What follows belongs to an exercise in optimizing a design on an open flow for small area; a production flow would make more cautious choices.
Only simulation tests tie the RTL to the original design; equivalence was not proved.
Power figures rest on the tool's default switching activity, not on a simulated workload.

## R_CPU
module R_CPU(
    input clk,
    input reset,
    input [31:0] Inst_code,
    output [31:0] PC,
    output [31:0] ALU_F,
    output OF,
    output ZF
    );
clock: 14.0 ns
lec_check: 0
abc_clock_period_in_ps: 10000
cap_margin: 20
core_margin: 2
core_utilization: 55
slew_margin: 20
standard.sh (not shown) runs the stock make flow with config.mk's settings and CLKGATE_MAP_FILE= SYNTH_SCRIPT=/design/flow/synth_recipe.tcl, a recipe that flattens the netlist after the stock synthesis.
==> flow/flow/run.sh <==
#!/bin/bash
# Layout flow: the standard ORFS flow with these changes:
#  - synthesis (flow/synth.tcl, synth_recipe.tcl with two changes) first turns
#    the instances of the modules in flow/cellmap.v into the standard cells
#    given there, then maps the rest of the combinational logic with the
#    area-oriented ABC script flow/abc.script; it does not pre-map full/half
#    adders (ADDER_MAP_FILE empty);
#  - the ORFS variables in flow/make_vars (one NAME=value per line) are set
#    for every step: clock tree arguments (small buffers, small sink clusters,
#    no dummy loads) and the port buffer cell.
# Each tool's output goes to a log file in this folder.
set -euo pipefail
W=$(pwd)
export MY_ABC_SCRIPT=$W/flow/abc.script
export MY_CELLMAP=$W/flow/cellmap.v
VARS=()
while IFS= read -r line; do
    [[ -z "$line" || "$line" == \#* ]] && continue
    VARS+=("$line")
done < $W/flow/make_vars
make -C "$FLOW_HOME" DESIGN_CONFIG=$W/config.mk WORK_HOME=$W/orfs CLKGATE_MAP_FILE= \
    SYNTH_SCRIPT=$W/flow/synth.tcl ADDER_MAP_FILE= synth > $W/synth.log 2>&1
make -C "$FLOW_HOME" DESIGN_CONFIG=$W/config.mk WORK_HOME=$W/orfs CLKGATE_MAP_FILE= \
    SYNTH_SCRIPT=$W/flow/synth.tcl ADDER_MAP_FILE= "${VARS[@]}" \
    finish > $W/layout.log 2>&1
R=$W/orfs/results/sky130hd/R_CPU/base
: # left out here: write the final layout as DEF
==> flow/flow/make_vars <==
CTS_ARGS=-sink_clustering_enable -repair_clock_nets -dont_use_dummy_load -buf_list {sky130_fd_sc_hd__clkbuf_4} -sink_clustering_size 9 -sink_clustering_max_diameter 45
BUFFER_PORTS_ARGS=-buffer_cell sky130_fd_sc_hd__buf_1
Other scripts of this flow, unchanged in this note and not shown: flow/flow/abc.script, flow/flow/cellmap.v, flow/flow/synth.tcl
==> next run, changes <==
==> flow/flow/make_vars (replaced) <==
CTS_ARGS=-sink_clustering_enable -repair_clock_nets -dont_use_dummy_load -buf_list {sky130_fd_sc_hd__clkbuf_4} -sink_clustering_size 8 -sink_clustering_max_diameter 45
BUFFER_PORTS_ARGS=-buffer_cell sky130_fd_sc_hd__buf_1
Power is higher by 0.97%; clock power increases by about 3%; routed wire length stays flat; utilization grows by 0.11 points; non-clock buffer count drops by 1; synthesized area stays the same.

R_CPU, a different RTL version from the one above (not shown whole).
Size in the first run: roughly 3,000 cells after synthesis, about 1,100 flip-flops, about 100 I/O pins, about 45,000 sq um of cells after synthesis.
export LEC_CHECK = 0
export ABC_CLOCK_PERIOD_IN_PS = 10000
export CAP_MARGIN = 20
export CORE_MARGIN = 2
export CORE_UTILIZATION = 55
export SLEW_MARGIN = 20
create_clock -name core_clock -period 14.0 [get_ports {clk}]
==> flow/flow/abc.script <==
&get -n
&st
&dch
&nf -R 1000
&put
==> flow/flow/cellmap.v <==
// Maps each rf_sel3 instance to one sky130 a222oi cell, which computes the
// same function: Y = !((A1 & A2) | (B1 & B2) | (C1 & C2)).
module rf_sel3(input s0, input d0, input s1, input d1, input s2, input d2, output y);
    sky130_fd_sc_hd__a222oi_1 _TECHMAP_REPLACE_ (
        .A1(d0), .A2(s0), .B1(d1), .B2(s1), .C1(d2), .C2(s2), .Y(y));
endmodule

// Maps each rf_join instance to four NANDs and an OR:
// o = !(y0&y1&y2&y3) | !(y4&y5&y6&y7) | !(y8 & y9 & !(s31&d31)).
module rf_join(input [9:0] y, input s31, input d31, output o);
    wire n31, t0, t1, t2;
    sky130_fd_sc_hd__nand2_1 u31 (.A(s31), .B(d31), .Y(n31));
    sky130_fd_sc_hd__nand4_1 u0 (.A(y[0]), .B(y[1]), .C(y[2]), .D(y[3]), .Y(t0));
    sky130_fd_sc_hd__nand4_1 u1 (.A(y[4]), .B(y[5]), .C(y[6]), .D(y[7]), .Y(t1));
    sky130_fd_sc_hd__nand3_1 u2 (.A(y[8]), .B(y[9]), .C(n31), .Y(t2));
    sky130_fd_sc_hd__or3_1 _TECHMAP_REPLACE_ (.A(t0), .B(t1), .C(t2), .X(o));
endmodule
==> flow/flow/make_vars <==
CTS_ARGS=-sink_clustering_enable -repair_clock_nets -dont_use_dummy_load -buf_list {sky130_fd_sc_hd__clkbuf_4} -sink_clustering_size 8 -sink_clustering_max_diameter 45
BUFFER_PORTS_ARGS=-buffer_cell sky130_fd_sc_hd__buf_1
==> flow/flow/synth.tcl <==
# The standard flow's synthesis (synth_recipe.tcl) with two changes: the instances of the
# modules in the file named by MY_CELLMAP are mapped to the standard cells given
# there before synthesis starts, and the ABC script that maps the rest of the
# combinational logic is the one in the file named by MY_ABC_SCRIPT.
set ::cellmap_done 0
proc synth {args} {
  if { !$::cellmap_done } {
    yosys techmap -map $::env(MY_CELLMAP)
    set ::cellmap_done 1
  }
  yosys synth -nofsm -noshare {*}$args
}
proc abc {args} {
  set i [lsearch -exact $args -script]
  if { $i >= 0 } {
    set args [lreplace $args [expr {$i + 1}] [expr {$i + 1}] $::env(MY_ABC_SCRIPT)]
  }
  set j [lsearch -exact $args -D]
  if { $j >= 0 } {
    set args [lreplace $args $j [expr {$j + 1}]]
  }
  yosys abc {*}$args
}
source $::env(SCRIPTS_DIR)/synth.tcl
# left out here: clear keep_hierarchy, flatten, clean up, hide names made inside functions, write 1_2_yosys.v
Scripts as last shown in full above: flow/flow/run.sh
The starting point produced a clean layout.
Next try:
Settings changed: CAP_MARGIN 20 to 10, PLACE_DENSITY set to 0.7, SLEW_MARGIN 20 to 10.
Setup slack degrades by 0.26 ns.
Power fell by 0.38%.
Cell area is about the same.
Global-route usage fell by 2.5 points.
Non-clock buffer count rose by 9.
Synthesized area does not change.
Clock skew fell by 0.067 ns.
Routed wire length fell by about 5%.
Die area stays the same.
Synthesized cell count stays the same.
Fmax fell by about 2%.

==> separate check: timing with driven ports <==
The results above use ideal ports. As a check the final layouts listed here were re-extracted and re-timed, cells and wires unchanged. Step 1 (the two cells are an assumption about what drives the block):
set clk [get_ports {clk}]
set_driving_cell -lib_cell sky130_fd_sc_hd__clkbuf_16 $clk
set_driving_cell -lib_cell sky130_fd_sc_hd__buf_2 [delete_from_list [all_inputs] $clk]
Step 2 also shifts input and output timing later by t, the mid clock arrival at the registers, as if the neighbouring blocks saw the same clock. Three values: ideal ports, drivers, drivers and shift; two values: the first two.
run	t, ns	slack for setup (ns)	worst setup path after step 2
the first run of note 1	1.043	0.508 / 0.483 / 0.483	input to output
the second run of note 1	1.062	0.535 / 0.510 / 0.510	input to output
the first run of note 2	1.069	0.686 / 0.657 / 0.657	input to output
the second run of note 2	1.066	0.421 / 0.383 / 0.383	input to output
After both steps every run listed still meets setup and hold. The setup slack of the second run of note 2, which loses most, moves by -0.038 ns with the drivers and by -0.038 ns with both steps.
